Background: an optimization exercise with open tools, aiming at small area and a short achievable clock period. Do not read the settings as production practice. At most, simulation tests tie the RTL to the original design; equivalence was not proved. No functional check of the RTL was part of runs 2 and 3. The clock port is modelled as an ideal driver; clocking choices that lean on that would not hold on a real chip.

## flow/design.v (module list and top-level ports; edited modules follow where they fit)
// module rs_xor2: 3 lines
// module rs_fbg: 3 lines
// module rs_xnor2: 3 lines
// module rs_inv: 3 lines
// module rs_nand2: 3 lines
// module reed_solomon_top: 746 lines
module reed_solomon_top(
    input  wire       clk,
    input  wire       rst_n,
    input  wire [7:0] data_in,
    output wire [7:0] code_out
);
  // ...
==> flow/flow/run.sh <==
#!/bin/bash
set -euo pipefail
HERE=$(pwd)
CTS="-sink_clustering_enable -repair_clock_nets -sink_clustering_size 24 -sink_clustering_max_diameter 100 -dont_use_dummy_load"
DU="sky130_fd_sc_hd__probe_p_8 sky130_fd_sc_hd__probec_p_8 sky130_fd_sc_hd__lpflow_bleeder_1 sky130_fd_sc_hd__lpflow_clkbufkapwr_1 sky130_fd_sc_hd__lpflow_clkbufkapwr_16 sky130_fd_sc_hd__lpflow_clkbufkapwr_2 sky130_fd_sc_hd__lpflow_clkbufkapwr_4 sky130_fd_sc_hd__lpflow_clkbufkapwr_8 sky130_fd_sc_hd__lpflow_clkinvkapwr_1 sky130_fd_sc_hd__lpflow_clkinvkapwr_16 sky130_fd_sc_hd__lpflow_clkinvkapwr_2 sky130_fd_sc_hd__lpflow_clkinvkapwr_4 sky130_fd_sc_hd__lpflow_clkinvkapwr_8 sky130_fd_sc_hd__lpflow_decapkapwr_12 sky130_fd_sc_hd__lpflow_decapkapwr_3 sky130_fd_sc_hd__lpflow_decapkapwr_4 sky130_fd_sc_hd__lpflow_decapkapwr_6 sky130_fd_sc_hd__lpflow_decapkapwr_8 sky130_fd_sc_hd__lpflow_inputiso0n_1 sky130_fd_sc_hd__lpflow_inputiso0p_1 sky130_fd_sc_hd__lpflow_inputiso1n_1 sky130_fd_sc_hd__lpflow_inputiso1p_1 sky130_fd_sc_hd__lpflow_inputisolatch_1 sky130_fd_sc_hd__lpflow_isobufsrc_1 sky130_fd_sc_hd__lpflow_isobufsrc_16 sky130_fd_sc_hd__lpflow_isobufsrc_2 sky130_fd_sc_hd__lpflow_isobufsrc_4 sky130_fd_sc_hd__lpflow_isobufsrc_8 sky130_fd_sc_hd__lpflow_isobufsrckapwr_16 sky130_fd_sc_hd__lpflow_lsbuf_lh_hl_isowell_tap_1 sky130_fd_sc_hd__lpflow_lsbuf_lh_hl_isowell_tap_2 sky130_fd_sc_hd__lpflow_lsbuf_lh_hl_isowell_tap_4 sky130_fd_sc_hd__lpflow_lsbuf_lh_isowell_4 sky130_fd_sc_hd__lpflow_lsbuf_lh_isowell_tap_1 sky130_fd_sc_hd__lpflow_lsbuf_lh_isowell_tap_2 sky130_fd_sc_hd__lpflow_lsbuf_lh_isowell_tap_4 sky130_fd_sc_hd__xor2_4 sky130_fd_sc_hd__xnor2_4"
ARGS=("SKIP_INCREMENTAL_REPAIR=1" "BUFFER_PORTS_ARGS=-buffer_cell sky130_fd_sc_hd__buf_2" "CTS_ARGS=$CTS" "DONT_USE_CELLS=$DU")
bash standard.sh "${ARGS[@]}" cts > standard_cts.log 2>&1
RES=$HERE/orfs/results/sky130hd/reed_solomon_top/base
MARGIN=$(sed -n 's/^export SETUP_SLACK_MARGIN *= *//p' config.mk)
RES=$RES TARGET=$MARGIN LIB=$FLOW_HOME/platforms/sky130hd/lib/sky130_fd_sc_hd__tt_025C_1v80.lib \
  openroad -no_init -exit flow/recover.tcl > recover.log 2>&1
bash standard.sh "${ARGS[@]}" finish > standard.log 2>&1
==> flow/flow/recover.tcl <==
# Area recovery after CTS: remove data-path buffers (not port buffers), then downsize
# combinational cells (never flip-flops or clock cells), one at a time, keeping each change
# only if the worst setup slack stays at or above the target and no max-slew /
# max-capacitance violation appears.
set res $::env(RES)
set target $::env(TARGET)
read_db $res/4_cts.odb
read_liberty $::env(LIB)
read_sdc $res/4_cts.sdc
source $::env(FLOW_HOME)/platforms/sky130hd/setRC.tcl
set_propagated_clock [all_clocks]
estimate_parasitics -placement
report_design_area
report_worst_slack
# never ask for more than the slack timing repair reached
set ws [expr {[sta::worst_slack_cmd max]*1e9}]
if {$ws < $target} { set target [expr {$ws - 0.005}] }
puts "recovery target slack $target"

set slew0 [sta::max_slew_violation_count]
set cap0 [sta::max_capacitance_violation_count]
proc try_remove_buffer {name target} {
  set block [ord::get_db_block]
  set dbi [$block findInst $name]
  set in_it [$dbi findITerm A]; set out_it [$dbi findITerm X]
  if {$in_it == "NULL" || $out_it == "NULL"} { return 0 }
  set nin [$in_it getNet]; set nout [$out_it getNet]
  if {$nin == "NULL" || $nout == "NULL"} { return 0 }
  if {[llength [$nout getBTerms]] > 0 || [llength [$nin getBTerms]] > 0} { return 0 }
  set loads {}
  foreach it [$nout getITerms] { if {[$it getInst] != $dbi} { lappend loads $it } }
  foreach it $loads { $it disconnect; $it connect $nin }
  estimate_parasitics -placement
  if {[sta::worst_slack_cmd max] >= $target*1e-9 && [sta::max_slew_violation_count] <= $::slew0 && [sta::max_capacitance_violation_count] <= $::cap0} {
    $in_it disconnect
    odb::dbInst_destroy $dbi
    odb::dbNet_destroy $nout
    return 1
  }
  foreach it $loads { $it disconnect; $it connect $nout }
  estimate_parasitics -placement
  return 0
}
set nb 0
foreach inst [get_cells *] {
  set lc [get_property $inst ref_name]
  if {![regexp {__buf_[0-9]+$} $lc]} continue
  set nm [get_full_name $inst]
  if {[regexp {^(input|output)} $nm]} continue
  if {[try_remove_buffer $nm $target]} { puts "removed buffer $nm"; incr nb }
}
puts "removed $nb buffers"

proc smaller_cells {name} {
  if {![regexp {^(sky130_fd_sc_hd__)(.*)_([0-9]+)$} $name -> pre base drv]} { return {} }
  set out {}
  foreach d {0 1 2 4 6 8 12 16} {
    if {$d >= $drv} break
    set c "${pre}${base}_$d"
    if {[llength [get_lib_cells -quiet */$c]] > 0} { lappend out $c }
  }
  return $out
}
set insts {}
foreach inst [get_cells *] {
  set lc [get_property $inst ref_name]
  if {[regexp {df|clkbuf|clkinv|dly|tap|fill|decap} $lc]} continue
  if {[llength [smaller_cells $lc]] == 0} continue
  lappend insts $inst
}
puts "candidates: [llength $insts]"
set n 0
foreach inst $insts {
  set lc [get_property $inst ref_name]
  foreach c [smaller_cells $lc] {
    replace_cell $inst [lindex [get_lib_cells */$c] 0]
    estimate_parasitics -placement
    if {[sta::worst_slack_cmd max] >= $target*1e-9 && [sta::max_slew_violation_count] <= $slew0 && [sta::max_capacitance_violation_count] <= $cap0} {
      puts "resized [get_full_name $inst] $lc -> $c"
      incr n
      break
    }
    replace_cell $inst [lindex [get_lib_cells */$lc] 0]
    estimate_parasitics -placement
  }
}
puts "downsized $n instances"
report_design_area
report_worst_slack
write_db $res/4_cts.odb
==> flow/standard.sh <==
#!/bin/bash
# synth_recipe.tcl (not shown) runs the flow's synth.tcl, then flattens the netlist and writes it again
# the make line also repeats each setting of config.mk as NAME=value (left out here)
make -C /OpenROAD-flow-scripts/flow DESIGN_CONFIG=/design/flow/config.mk WORK_HOME=/design/flow/orfs CLKGATE_MAP_FILE= SYNTH_SCRIPT=/design/flow/synth_recipe.tcl "${@:-finish}"
==> flow/config.mk <==
export PLATFORM = sky130hd
export DESIGN_NAME = reed_solomon_top
export DESIGN_NICKNAME = reed_solomon_top
export VERILOG_FILES = /design/flow/design.v
export SDC_FILE = /design/flow/constraint.sdc
export NUM_CORES = 4
export LEC_CHECK = 0
export CAP_MARGIN = 20
export CORE_MARGIN = 2
export CORE_UTILIZATION = 40
export CTS_CLUSTER_DIAMETER = 100
export CTS_CLUSTER_SIZE = 24
export SETUP_SLACK_MARGIN = 1.9
export SLEW_MARGIN = 20
export SYNTH_HIERARCHICAL = 1
export SYNTH_MINIMUM_KEEP_SIZE = 0
==> flow/constraint.sdc <==
create_clock -name core_clock -period 4.0 [get_ports {clk}]
set_input_delay 0.8000 -clock core_clock [delete_from_list [all_inputs] [get_ports {clk}]]
set_output_delay 0.8000 -clock core_clock [all_outputs]
set_load 0.01 [all_outputs]
==> flow_metrics.tcl, run 1 <==
set metrics [dict create \
    drv_slew 0 \
    finalSetupTns_ns 0 \
    critPathMaxFanout 8 \
    drive_above_1_share_pct 16.1 \
    diodes 0 \
    initial_core_util_pct 40.5 \
    critPathMaxStageDelay_ns 0.41 \
    register_area_sq_um 6780 \
    ant_nets 0 \
    htreeDepth 1 \
    synth_fa_ha_area_share_pct 0 \
    critPathLaunchType "input pin" \
    fmax_mhz 440 \
    multi_input_area_sq_um 4790 \
    drv_cap 0 \
    synth_xor_area_share_pct 35.8 \
    area_delta_synth_final_pct 14.9 \
    cp_cell_sequence "buf_2, xor2_2, nand2b_4, xor2_2, buf_4, xor2_1, xnor2_1" \
    antenna_found_initial 1 \
    cp-end-kind "flop" \
    num-nets-final 889 \
    multi_input_area_share_pct 37.3 \
    place_ws_ns 0.621 \
    finalHoldViolations 0 \
    synthCells 789 \
    ctsLongestPathBuffers 3 \
    dieArea_sq_um 29300 \
    n_tap_cell 378 \
    cts_resized 16 \
    clk_pin_slew_worst_paths_ns 0.10 \
    dpl_cell_area_sq_um 12500 \
    outcome "complete, no violations" \
    critPathKind "in -> reg" \
    num_vias 5714 \
]
==> run 2: changes to the inputs <==
--- a/flow/design.v
+++ b/flow/design.v
@@ -1,13 +1,19 @@
 module rs_xor2(input wire a, input wire b, output wire y);
     assign y = a ^ b;
 endmodule
-module rs_fbg(input wire x, input wire p, output wire y);
-    assign y = ~(x & ~p);
+module rs_fbm(input wire s, input wire a0, input wire a1, output wire y);
+    assign y = ~(s ? a1 : a0);
+endmodule
+module rs_g0(input wire r, input wire p, output wire y);
+    assign y = r & ~p;
+endmodule
+module rs_g1(input wire r, input wire p, output wire y);
+    assign y = ~(r | p);
 endmodule
 module rs_xnor2(input wire a, input wire b, output wire y);
     assign y = ~(a ^ b);
 endmodule
 module rs_inv(input wire a, output wire y);
     assign y = ~a;
 endmodule
 module rs_nand2(input wire a, input wire b, output wire y);
@@ -16,97 +22,104 @@
 module reed_solomon_top(
     input  wire       clk,
     input  wire       rst_n,
     input  wire [7:0] data_in,
     output wire [7:0] code_out
 );
     reg  [7:0] st;
     reg        po, dn;
-    reg  [4:0] pz;    
+    reg  [3:0] pz;    
     wire       at222 = (st == 8'h84);    
     wire       at254 = (st == 8'h80);    
     always @(posedge clk or negedge rst_n) begin
         if (!rst_n) begin
             st <= 8'h01;
-            pz <= {5{1'b0}};
+            pz <= {4{1'b0}};
             po <= 1'b0;
             dn <= 1'b1;
         end else begin
             st <= {st[6:0], st[7] ^ st[5] ^ st[4] ^ st[3]};
             pz[0] <= at222 | (pz[0] & ~at254);
             pz[1] <= at222 | (pz[1] & ~at254);
             pz[2] <= at222 | (pz[2] & ~at254);
             pz[3] <= at222 | (pz[3] & ~at254);
-            pz[4] <= at222 | (pz[4] & ~at254);
             po <= at222 | (po & ~at254);
             dn <= ~at222 & (dn | at254);
         end
     end
     reg  [255:0] rem;
     wire [255:0] nxt;
-    wire [7:0] x;
-    rs_xor2 fx0 (.a(data_in[0]), .b(rem[248]), .y(x[0]));
+    wire [7:0] g0, g1;
+    rs_g0 fg0_0 (.r(rem[248]), .p(pz[0]), .y(g0[0]));
+    rs_g1 fg1_0 (.r(rem[248]), .p(pz[1]), .y(g1[0]));
     wire fbn0_0;
-    rs_fbg f0_0 (.x(x[0]), .p(pz[0]), .y(fbn0_0));
+    rs_fbm f0_0 (.s(data_in[0]), .a0(g0[0]), .a1(g1[0]), .y(fbn0_0));
     wire fbn0_1;
-    rs_fbg f0_1 (.x(x[0]), .p(pz[1]), .y(fbn0_1));
+    rs_fbm f0_1 (.s(data_in[0]), .a0(g0[0]), .a1(g1[0]), .y(fbn0_1));
     wire fbn0_2;
-    rs_fbg f0_2 (.x(x[0]), .p(pz[2]), .y(fbn0_2));
+    rs_fbm f0_2 (.s(data_in[0]), .a0(g0[0]), .a1(g1[0]), .y(fbn0_2));
     wire fbn0_3;
-    rs_fbg f0_3 (.x(x[0]), .p(pz[3]), .y(fbn0_3));
+    rs_fbm f0_3 (.s(data_in[0]), .a0(g0[0]), .a1(g1[0]), .y(fbn0_3));
     wire fbn0_4;
-    rs_fbg f0_4 (.x(x[0]), .p(pz[4]), .y(fbn0_4));
+    rs_fbm f0_4 (.s(data_in[0]), .a0(g0[0]), .a1(g1[0]), .y(fbn0_4));
     wire fbn0_5;
-    rs_fbg f0_5 (.x(x[0]), .p(pz[0]), .y(fbn0_5));
-    rs_xor2 fx1 (.a(data_in[1]), .b(rem[249]), .y(x[1]));
+    rs_fbm f0_5 (.s(data_in[0]), .a0(g0[0]), .a1(g1[0]), .y(fbn0_5));
+    rs_g0 fg0_1 (.r(rem[249]), .p(pz[1]), .y(g0[1]));
+    rs_g1 fg1_1 (.r(rem[249]), .p(pz[2]), .y(g1[1]));
     wire fbn1_0;
-    rs_fbg f1_0 (.x(x[1]), .p(pz[1]), .y(fbn1_0));
+    rs_fbm f1_0 (.s(data_in[1]), .a0(g0[1]), .a1(g1[1]), .y(fbn1_0));
     wire fbn1_1;
-    rs_fbg f1_1 (.x(x[1]), .p(pz[2]), .y(fbn1_1));
+    rs_fbm f1_1 (.s(data_in[1]), .a0(g0[1]), .a1(g1[1]), .y(fbn1_1));
     wire fbn1_2;
-    rs_fbg f1_2 (.x(x[1]), .p(pz[3]), .y(fbn1_2));
+    rs_fbm f1_2 (.s(data_in[1]), .a0(g0[1]), .a1(g1[1]), .y(fbn1_2));
     wire fbn1_3;
-    rs_fbg f1_3 (.x(x[1]), .p(pz[4]), .y(fbn1_3));
-    rs_xor2 fx2 (.a(data_in[2]), .b(rem[250]), .y(x[2]));
+    rs_fbm f1_3 (.s(data_in[1]), .a0(g0[1]), .a1(g1[1]), .y(fbn1_3));
+    rs_g0 fg0_2 (.r(rem[250]), .p(pz[2]), .y(g0[2]));
+    rs_g1 fg1_2 (.r(rem[250]), .p(pz[3]), .y(g1[2]));
     wire fbn2_0;
-    rs_fbg f2_0 (.x(x[2]), .p(pz[0]), .y(fbn2_0));
+    rs_fbm f2_0 (.s(data_in[2]), .a0(g0[2]), .a1(g1[2]), .y(fbn2_0));
     wire fbn2_1;
-    rs_fbg f2_1 (.x(x[2]), .p(pz[1]), .y(fbn2_1));
+    rs_fbm f2_1 (.s(data_in[2]), .a0(g0[2]), .a1(g1[2]), .y(fbn2_1));
     wire fbn2_2;
-    rs_fbg f2_2 (.x(x[2]), .p(pz[2]), .y(fbn2_2));
+    rs_fbm f2_2 (.s(data_in[2]), .a0(g0[2]), .a1(g1[2]), .y(fbn2_2));
     wire fbn2_3;
-    rs_fbg f2_3 (.x(x[2]), .p(pz[3]), .y(fbn2_3));
-    rs_xor2 fx3 (.a(data_in[3]), .b(rem[251]), .y(x[3]));
+    rs_fbm f2_3 (.s(data_in[2]), .a0(g0[2]), .a1(g1[2]), .y(fbn2_3));
+    rs_g0 fg0_3 (.r(rem[251]), .p(pz[3]), .y(g0[3]));
+    rs_g1 fg1_3 (.r(rem[251]), .p(pz[0]), .y(g1[3]));
     wire fbn3_0;
-    rs_fbg f3_0 (.x(x[3]), .p(pz[4]), .y(fbn3_0));
+    rs_fbm f3_0 (.s(data_in[3]), .a0(g0[3]), .a1(g1[3]), .y(fbn3_0));
     wire fbn3_1;
-    rs_fbg f3_1 (.x(x[3]), .p(pz[0]), .y(fbn3_1));
+    rs_fbm f3_1 (.s(data_in[3]), .a0(g0[3]), .a1(g1[3]), .y(fbn3_1));
     wire fbn3_2;
-    rs_fbg f3_2 (.x(x[3]), .p(pz[1]), .y(fbn3_2));
-    rs_xor2 fx4 (.a(data_in[4]), .b(rem[252]), .y(x[4]));
+    rs_fbm f3_2 (.s(data_in[3]), .a0(g0[3]), .a1(g1[3]), .y(fbn3_2));
+    rs_g0 fg0_4 (.r(rem[252]), .p(pz[0]), .y(g0[4]));
+    rs_g1 fg1_4 (.r(rem[252]), .p(pz[1]), .y(g1[4]));
     wire fbn4_0;
-    rs_fbg f4_0 (.x(x[4]), .p(pz[2]), .y(fbn4_0));
+    rs_fbm f4_0 (.s(data_in[4]), .a0(g0[4]), .a1(g1[4]), .y(fbn4_0));
     wire fbn4_1;
-    rs_fbg f4_1 (.x(x[4]), .p(pz[3]), .y(fbn4_1));
-    rs_xor2 fx5 (.a(data_in[5]), .b(rem[253]), .y(x[5]));
+    rs_fbm f4_1 (.s(data_in[4]), .a0(g0[4]), .a1(g1[4]), .y(fbn4_1));
+    rs_g0 fg0_5 (.r(rem[253]), .p(pz[1]), .y(g0[5]));
+    rs_g1 fg1_5 (.r(rem[253]), .p(pz[2]), .y(g1[5]));
     wire fbn5_0;
-    rs_fbg f5_0 (.x(x[5]), .p(pz[4]), .y(fbn5_0));
+    rs_fbm f5_0 (.s(data_in[5]), .a0(g0[5]), .a1(g1[5]), .y(fbn5_0));
     wire fbn5_1;
-    rs_fbg f5_1 (.x(x[5]), .p(pz[0]), .y(fbn5_1));
-    rs_xor2 fx6 (.a(data_in[6]), .b(rem[254]), .y(x[6]));
+    rs_fbm f5_1 (.s(data_in[5]), .a0(g0[5]), .a1(g1[5]), .y(fbn5_1));
+    rs_g0 fg0_6 (.r(rem[254]), .p(pz[2]), .y(g0[6]));
+    rs_g1 fg1_6 (.r(rem[254]), .p(pz[3]), .y(g1[6]));
     wire fbn6_0;
-    rs_fbg f6_0 (.x(x[6]), .p(pz[1]), .y(fbn6_0));
+    rs_fbm f6_0 (.s(data_in[6]), .a0(g0[6]), .a1(g1[6]), .y(fbn6_0));
     wire fbn6_1;
-    rs_fbg f6_1 (.x(x[6]), .p(pz[2]), .y(fbn6_1));
-    rs_xor2 fx7 (.a(data_in[7]), .b(rem[255]), .y(x[7]));
+    rs_fbm f6_1 (.s(data_in[6]), .a0(g0[6]), .a1(g1[6]), .y(fbn6_1));
+    rs_g0 fg0_7 (.r(rem[255]), .p(pz[3]), .y(g0[7]));
+    rs_g1 fg1_7 (.r(rem[255]), .p(pz[0]), .y(g1[7]));
     wire fbn7_0;
-    rs_fbg f7_0 (.x(x[7]), .p(pz[3]), .y(fbn7_0));
+    rs_fbm f7_0 (.s(data_in[7]), .a0(g0[7]), .a1(g1[7]), .y(fbn7_0));
     wire fbn7_1;
-    rs_fbg f7_1 (.x(x[7]), .p(pz[4]), .y(fbn7_1));
+    rs_fbm f7_1 (.s(data_in[7]), .a0(g0[7]), .a1(g1[7]), .y(fbn7_1));
     wire p03_0;
     wire p03_1;
     wire p03_2;
     wire p05_0;
     wire p05_1;
     wire p06_0;
     wire p06_1;
     wire p09_0;
==> flow/flow/run.sh (replaced) <==
#!/bin/bash
set -euo pipefail
CTS="-sink_clustering_enable -repair_clock_nets -sink_clustering_size 24 -sink_clustering_max_diameter 100 -dont_use_dummy_load"
DU="sky130_fd_sc_hd__probe_p_8 sky130_fd_sc_hd__probec_p_8 sky130_fd_sc_hd__lpflow_bleeder_1 sky130_fd_sc_hd__lpflow_clkbufkapwr_1 sky130_fd_sc_hd__lpflow_clkbufkapwr_16 sky130_fd_sc_hd__lpflow_clkbufkapwr_2 sky130_fd_sc_hd__lpflow_clkbufkapwr_4 sky130_fd_sc_hd__lpflow_clkbufkapwr_8 sky130_fd_sc_hd__lpflow_clkinvkapwr_1 sky130_fd_sc_hd__lpflow_clkinvkapwr_16 sky130_fd_sc_hd__lpflow_clkinvkapwr_2 sky130_fd_sc_hd__lpflow_clkinvkapwr_4 sky130_fd_sc_hd__lpflow_clkinvkapwr_8 sky130_fd_sc_hd__lpflow_decapkapwr_12 sky130_fd_sc_hd__lpflow_decapkapwr_3 sky130_fd_sc_hd__lpflow_decapkapwr_4 sky130_fd_sc_hd__lpflow_decapkapwr_6 sky130_fd_sc_hd__lpflow_decapkapwr_8 sky130_fd_sc_hd__lpflow_inputiso0n_1 sky130_fd_sc_hd__lpflow_inputiso0p_1 sky130_fd_sc_hd__lpflow_inputiso1n_1 sky130_fd_sc_hd__lpflow_inputiso1p_1 sky130_fd_sc_hd__lpflow_inputisolatch_1 sky130_fd_sc_hd__lpflow_isobufsrc_1 sky130_fd_sc_hd__lpflow_isobufsrc_16 sky130_fd_sc_hd__lpflow_isobufsrc_2 sky130_fd_sc_hd__lpflow_isobufsrc_4 sky130_fd_sc_hd__lpflow_isobufsrc_8 sky130_fd_sc_hd__lpflow_isobufsrckapwr_16 sky130_fd_sc_hd__lpflow_lsbuf_lh_hl_isowell_tap_1 sky130_fd_sc_hd__lpflow_lsbuf_lh_hl_isowell_tap_2 sky130_fd_sc_hd__lpflow_lsbuf_lh_hl_isowell_tap_4 sky130_fd_sc_hd__lpflow_lsbuf_lh_isowell_4 sky130_fd_sc_hd__lpflow_lsbuf_lh_isowell_tap_1 sky130_fd_sc_hd__lpflow_lsbuf_lh_isowell_tap_2 sky130_fd_sc_hd__lpflow_lsbuf_lh_isowell_tap_4 sky130_fd_sc_hd__xor2_4 sky130_fd_sc_hd__xnor2_4"
bash standard.sh "BUFFER_PORTS_ARGS=-buffer_cell sky130_fd_sc_hd__buf_2" "CTS_ARGS=$CTS" "DONT_USE_CELLS=$DU" finish > standard.log 2>&1
--- a/flow/config.mk
+++ b/flow/config.mk
@@ -5,12 +5,12 @@
 export SDC_FILE = /design/flow/constraint.sdc
 export NUM_CORES = 4
 export LEC_CHECK = 0
 export CAP_MARGIN = 20
 export CORE_MARGIN = 2
 export CORE_UTILIZATION = 40
 export CTS_CLUSTER_DIAMETER = 100
 export CTS_CLUSTER_SIZE = 24
-export SETUP_SLACK_MARGIN = 1.9
+export SETUP_SLACK_MARGIN = 1.8
 export SLEW_MARGIN = 20
 export SYNTH_HIERARCHICAL = 1
 export SYNTH_MINIMUM_KEEP_SIZE = 0
removed: flow/flow/recover.tcl
==> run 2 against run 1 <==
Flip-flop and latch count shrank 1; clock skew decreased by 0.0053 ns; first-iteration DRC count is 1.6% lower; clock-buffer cell count did not move; synthesized cell count grew 0.76%; register-to-register slack improved by 0.06 ns.
==> flow_metrics.tcl, run 2 <==
set metrics [dict create \
    ios 18 \
    synth_xor_area_share_pct 34.8 \
    multi_input_area_sq_um 5470 \
    yosysTopAreaCellShare_pct 59.3 \
    dr.pass1.iters 4 \
    fmax_mhz 459 \
    final_cell_mix "dfrtp_1 (263), xor2_1 (239), buf_4 (135), xnor2_1 (134), xor2_2 (74)" \
    diodes 0 \
    final_common_cell "dfrtp_1" \
    netlist_top_cells_area "dfrtp_1 (59%), xor2_1 (24%), xnor2_1 (11%)" \
    dpl_cell_area_sq_um 12800 \
    finalSetupTns_ns 0 \
    critPathMaxStageDelay_ns 0.52 \
    critPathBufInv 4 \
    grt_max_degree 114 \
    final_design_area_no_fill_sq_um 14800 \
    min_path_type "in -> async" \
    cp_top_family "buffers and inverters" \
    ant_nets 0 \
    ys_async_sr_fraction_pct 100 \
    cts_tree "yes" \
    cts.sinks 270 \
    synth_nets 805 \
    synth_compound_area_share_pct 0 \
    grt_pass1_vias 6675 \
    avgSynthCellArea_sq_um 14.2 \
    critPathRequiredTime_ns 4.35 \
    place_ws_ns 0.438 \
    cts-root-buf "clkbuf_16" \
    core-area_sq_um 27800 \
    drv_cap 0 \
    clk_pin_slew_worst_paths_ns 0.09 \
    critPathArrivalTime_ns 2.53 \
    num-nets-final 1006 \
    tightest_slew_ns 0.936 \
    critPathKind "reg -> reg" \
    avgViaCountPerCell 4.55 \
    outcome "complete, no violations" \
    post-route-min-period_ns 2.18 \
    critPathSlowestCell "dfrtp_2" \
    cp-end-kind "flop" \
    critPathLaunchType "flop" \
    synth_top_family_by_area "XOR/XNOR gates" \
    synth_mux_area_share_pct 2.97 \
    cp_common_cell "buf_4" \
    ctsLongestPathBuffers 3 \
    synth_edf_count 0 \
    drv_slew 0 \
    fin_hold_ws_ns 0.345 \
    synth-seq-cells 270 \
    antenna_found_initial 0 \
    period_share_pct 54.4 \
    grt_pass1_wl_um 45300 \
    synth_fa_ha_area_share_pct 0 \
    die_w_um 172 \
    met3_usage_pct 2.82 \
    finalHoldViolations 0 \
    yosys.area_share.simple_pct 2.39 \
    fin_skew_ns 0.0423 \
    ys_dominant_reg_cell "dfrtp_1" \
    layout_setup_ws_ns 1.82 \
    regMostFlops "rem" \
    register_area_sq_um 6770 \
    hpwl_um 21400 \
    gr-total-overflow 0 \
    syn_area_sq_um 11300 \
    portBuffers 17 \
    cp_cell_sequence "nor2b_4, buf_4, mux2i_4, buf_4, xor2_2, buf_4, buf_12, xor2_1, xnor2_1" \
    synth_seq_area_share_pct 59.8 \
    largest_reg_flops 256 \
    place.gp.congestion 0.841 \
    ys_types 13 \
    initial_core_util_pct 40.7 \
    drive_above_1_share_pct 33.2 \
    dieHeight_um 172 \
    core.rowCount 61 \
    rsz0062_at_grt "true" \
    clk_latency_ns 0.51 \
    yosysWarnings 7 \
    synth_top_area_cell "dfrtp_1" \
    avgRoutedWirePerCell_um 22.6 \
    num_vias 6243 \
    globalRoute.busiestLayer "met2" \
    synthCells 795 \
    grt_use_met1_pct 31.0 \
    area_delta_synth_final_pct 30.7 \
    dieArea_sq_um 29600 \
    htreeDepth 1 \
    synth.most_common_cell "xor2_1" \
    nFillCells 2345 \
    reg_top3 "rem (256), st (8), pz (4)" \
    drc_errors 0 \
    grt_use_total_pct 22.1 \
    cts_buffers 15 \
    routed_wl_um 31100 \
    slew_headroom_pct 37.6 \
    grt_use_met2_pct 35.6 \
    critPathMaxFanout 5 \
    drt_iter0_drc 366 \
    setup_viol 0 \
    synth_common_cells "xor2_1 (313), dfrtp_1 (268), xnor2_1 (136)" \
]
run 2: changes by cell type in the layout (fill, tap and decap cells not counted), sizes merged, moves of 8 or more:
cell    previous run  this run
nor2b              0         8
mux2i              1        26
xor2             321       313
nor2               0         8
nand2b            25         0
buf               73       183
run 2: final timing paths:
path / from / to / slack, ns / depth (start not counted)
min: rst_n / st[1] / 0.35 / 1
max: pz[2] / rem[209] / 1.82 / 9
max reg2reg: pz[2] / rem[209] / 1.82 / 9
min in group core_clock: st[6] / st[7] / 0.40 / 0
max in group asynchronous: rst_n / rem[209] / 2.67 / 2
min reg2reg: st[6] / st[7] / 0.40 / 0
run 2: per-layer routing:
metal / up-vias / part of all wire, % / wire, um
li1: 2765 / - / -
met1: 3268 / 42 / 13200
met2: 158 / 47 / 14600
met3: 52 / 6.6 / 2040
met4: 0 / 4.0 / 1250
met5: - / 0 / 0
run 2: area by class of cell:
class                      count  share of cell area, %
multi-input combinational    523                   37.0
inverter                       2                 0.0508
clock buffer                  15                   2.54
tap                          378                   3.20
sequential                   270                   45.8
timing repair buffer         184                   11.4
run 2: worst register-to-register path, cell delays in order (launching register included):
cell	delay, ns
dfrtp_2	0.52
nor2b_4	0.09
buf_4	0.16
mux2i_4	0.22
buf_4	0.20
xor2_2	0.13
buf_4	0.20
buf_12	0.13
xor2_1	0.29
xnor2_1	0.12
run 2: stage by stage:
stage	util [%]	instances
2_1_floorplan	-	795
5_1_grt	53.2	1372
4_1_cts	52.2	1350
6_report	53.2	1372
3_5_place_dp	46.1	1224
3_3_place_gp	46.1	1224
run 2: cells by family after synthesis:
| logic type | after synthesis |
|---|---|
| xor+xnor | 449 |
| flops | 270 |
| simple gates | 43 |
| mux | 31 |
| buf+inv | 2 |
run 2: Yosys stat by module (local to each module, per instance):
module / cells / area [sq um] / copies in the design
reed_solomon_top: 283 / 6910 / 1
rs_g0: 1 / 13.8 / 8
rs_fbm: 1 / 10.0 / 25
rs_xnor2: 1 / 8.76 / 134
rs_xor2: 1 / 8.76 / 312
rs_g1: 1 / 3.75 / 8
rs_inv: 1 / 3.75 / 1
rs_nand2: 1 / 3.75 / 24
run 2: what timing repair did:
item,in CTS,in global routing
hold endpoints to repair,0,0
resized for setup,39,19
cloned,0,0
hold buffers,0,0
setup buffers,111,22
pin swaps,27,12
endpoints found under the setup margin,214,75
==> run 3: changes to the inputs <==
--- a/flow/config.mk
+++ b/flow/config.mk
@@ -12,3 +12,3 @@
 export CTS_CLUSTER_SIZE = 24
-export SETUP_SLACK_MARGIN = 1.8
+export SETUP_SLACK_MARGIN = 1.9
 export SLEW_MARGIN = 20
==> run 3 against run 2 <==
Area after synthesis stayed put; largest cell class unchanged; highest routed layer unchanged; synthesized cell count stayed put; maximum frequency is 0.82% lower; register-to-register slack better by 0.08 ns; still clean on timing, DRC and antenna; via count is 4.3% higher.
==> flow_metrics.tcl, run 3 <==
set metrics [dict create \
    post-route-util_pct 55.4 \
    antenna_found_initial 0 \
    reg_top3 "rem (256), st (8), pz (4)" \
    cp-end-kind "output pin" \
    ys_types 13 \
    period_share_pct 54.9 \
    layout_setup_ws_ns 1.81 \
    rsz0062_at_grt "true" \
    final_common_cell "dfrtp_1" \
    synth_compound_area_share_pct 0 \
    grt_use_met1_pct 31.9 \
    ys_dominant_reg_cell "dfrtp_1" \
    grt_pass1_wl_um 46800 \
    clk_pin_slew_worst_paths_ns 0.09 \
    critPathKind "reg -> out" \
    drive_above_1_share_pct 39.0 \
    globalRoute.busiestLayer "met2" \
    met3_usage_pct 4.26 \
    finalHoldViolations 0 \
    yosysTopAreaCellShare_pct 59.3 \
    area_delta_synth_final_pct 36.2 \
    reg2reg_from "pz[3]" \
    drv_cap 0 \
    clk_latency_ns 0.51 \
    critPathRequiredTime_ns 3.20 \
    synth_fa_ha_area_share_pct 0 \
    cts_tree "yes" \
    gr-total-overflow 0 \
    cts.sinks 270 \
    tightest_slew_ns 0.851 \
    setup_viol 0 \
    num_vias 6513 \
    avgSynthCellArea_sq_um 14.2 \
    drc_errors 0 \
    num-nets-final 1051 \
    ios 18 \
    drt_iter0_drc 483 \
    netlist_top_cells_area "dfrtp_1 (59%), xor2_1 (24%), xnor2_1 (11%)" \
    fmax_mhz 456 \
    synth_xor_area_share_pct 34.8 \
    synth_seq_area_share_pct 59.8 \
    regMostFlops "rem" \
    min_path_type "in -> async" \
    grt_use_met2_pct 37.2 \
    final_cell_mix "dfrtp_1 (264), xor2_1 (212), buf_4 (163), xnor2_1 (135), xor2_2 (101)" \
    post-route-min-period_ns 2.19 \
    grt_use_total_pct 22.9 \
    core.rowCount 61 \
    startpoint "dn" \
    avgRoutedWirePerCell_um 23.0 \
    synthCells 795 \
    syn_area_sq_um 11300 \
    place.gp.congestion 0.851 \
    largest_reg_flops 256 \
    ys_async_sr_fraction_pct 100 \
    core-area_sq_um 27800 \
    critPathMaxFanout 5 \
    place_ws_ns 0.763 \
    yosysWarnings 7 \
    avgViaCountPerCell 4.60 \
    critPathLaunchType "flop" \
    finalSetupTns_ns 0 \
    synth_common_cells "xor2_1 (313), dfrtp_1 (268), xnor2_1 (136)" \
    synth_top_area_cell "dfrtp_1" \
    synth-seq-cells 270 \
    dr.pass1.iters 5 \
    synth_edf_count 0 \
    cts_buffers 15 \
    ctsLongestPathBuffers 3 \
    die_w_um 172 \
    grt_pass1_vias 6877 \
    slew_headroom_pct 43.3 \
    htreeDepth 1 \
    grt_max_degree 102 \
    routed_wl_um 32600 \
    cts-root-buf "clkbuf_16" \
    portBuffers 17 \
    yosys.area_share.simple_pct 2.39 \
    critPathArrivalTime_ns 1.39 \
    outcome "complete, no violations" \
    initial_core_util_pct 40.7 \
    hpwl_um 21500 \
    synth_nets 805 \
    dieHeight_um 172 \
    dieArea_sq_um 29600 \
    postCtsHoldBufs 0 \
    synth_mux_area_share_pct 2.97 \
    drv_slew 0 \
    diodes 0 \
    ant_nets 0 \
    fin_skew_ns 0.0462 \
    synth.most_common_cell "xor2_1" \
    synth_top_family_by_area "XOR/XNOR gates" \
]
==> run 3: cell counts after synthesis <==
Identical to the previous run, type by type.
==> run 3: per-layer routing <==
layer	wire length, um	share of wire, %
met1	14100	43
met2	15600	48
met3	1970	6.0
met4	977	3.0
met5	0	0
==> run 3: through the flow <==
stage / instance area, sq um / cells / hold WS, ns
3_3_place_gp: 12800 / 1218 / 0.358
3_5_place_dp: 12800 / 1218 / 0.372
5_1_grt: 15400 / 1417 / 0.389
2_1_floorplan: 12000 / 795 / 0.355
6_report: 15400 / 1417 / 0.335
4_1_cts: 14800 / 1380 / 0.382
==> run 3: cell type report <==
cell class	instances	area, sq um
repair buffers	229	2090
well taps	378	473
inverters	2	7.51
fillers	2235	12400
multi-input cells	523	5690
clock buffers	15	375
flip-flops and latches	270	6760
==> run 3: kinds of logic (layout without fill, tap and decap cells) <==
| kind of cell | Yosys count | after routing |
|---|---|---|
| buffers and inverters | 2 | 246 |
| XOR/XNOR | 449 | 449 |
| AND/OR/NAND/NOR | 43 | 43 |
| multiplexers | 31 | 31 |
| flip-flops | 270 | 270 |
==> run 3: worst max-delay path, cell delays in order (launching register included) <==
cell and delay, ns:
dfstp_2 0.56, buf_6 0.12, nand2_1 0.05, nand2_1 0.06
buf_2 0.13
==> run 3: what timing repair did <==
| item | 4_1_cts | 5_1_grt |
|---|---|---|
| pin swaps | 41 | 39 |
| buffers inserted | 147 | 37 |
| gates resized for setup | 45 | 60 |
| cloned | 0 | 0 |
| setup endpoints to repair | 233 | 119 |
==> run 3: modules after synthesis, one instance, submodules excluded <==
| module | area [sq um] | times used | cells | flip-flops and latches |
|---|---|---|---|---|
| rs_xnor2 | 8.76 | 134 | 1 | 0 |
| rs_nand2 | 3.75 | 24 | 1 | 0 |
| rs_xor2 | 8.76 | 312 | 1 | 0 |
| rs_g1 | 3.75 | 8 | 1 | 0 |
| rs_fbm | 10.0 | 25 | 1 | 0 |
| rs_inv | 3.75 | 1 | 1 | 0 |
| rs_g0 | 13.8 | 8 | 1 | 0 |
| reed_solomon_top | 6910 | 1 | 283 | 270 |
==> run 3: worst paths after layout <==
kind | depth (start not counted) | end | slack, ns
max | 4 | code_out[1] | 1.81
min | 1 | po | 0.34
max reg2reg | 8 | rem[34] | 1.90
min reg2reg | 1 | rem[10] | 0.37
max in group asynchronous | 2 | rem[2] | 2.57
min in group core_clock | 1 | rem[10] | 0.37

## static timing again, ports no longer ideal
Ports are ideal in the flow. The routed layouts listed here were re-timed in OpenROAD.
Step 1 sets driving cells, clkbuf_16 on the clock port and buf_2 on the other inputs (assumed; they add their load-dependent delay and slew).
Step 2 adds t to the input delays and takes it off the output delays; t is the mean of the earliest and latest rising clock arrival at the registers after step 1. Input paths then give back, and output paths get back, about the clock's delay inside the block.
Three values: ideal, step 1, step 2; two values: the first two.
| run | shift t [ns] | setup slack, ns | cell pins on the clock port's net |
|---|---|---|---|
| run 1 | 0.524 | 1.729 / 1.747 / 1.234 | 1 |
| run 2 | 0.537 | 1.824 / 1.799 / 1.336 | 1 |
| run 3 | 0.536 | 1.806 / 1.757 / 1.399 | 1 |
After both steps setup and hold are still met in every run listed. The setup slack of run 1, which loses most, moves by +0.018 ns with the drivers and by -0.495 ns with both steps.
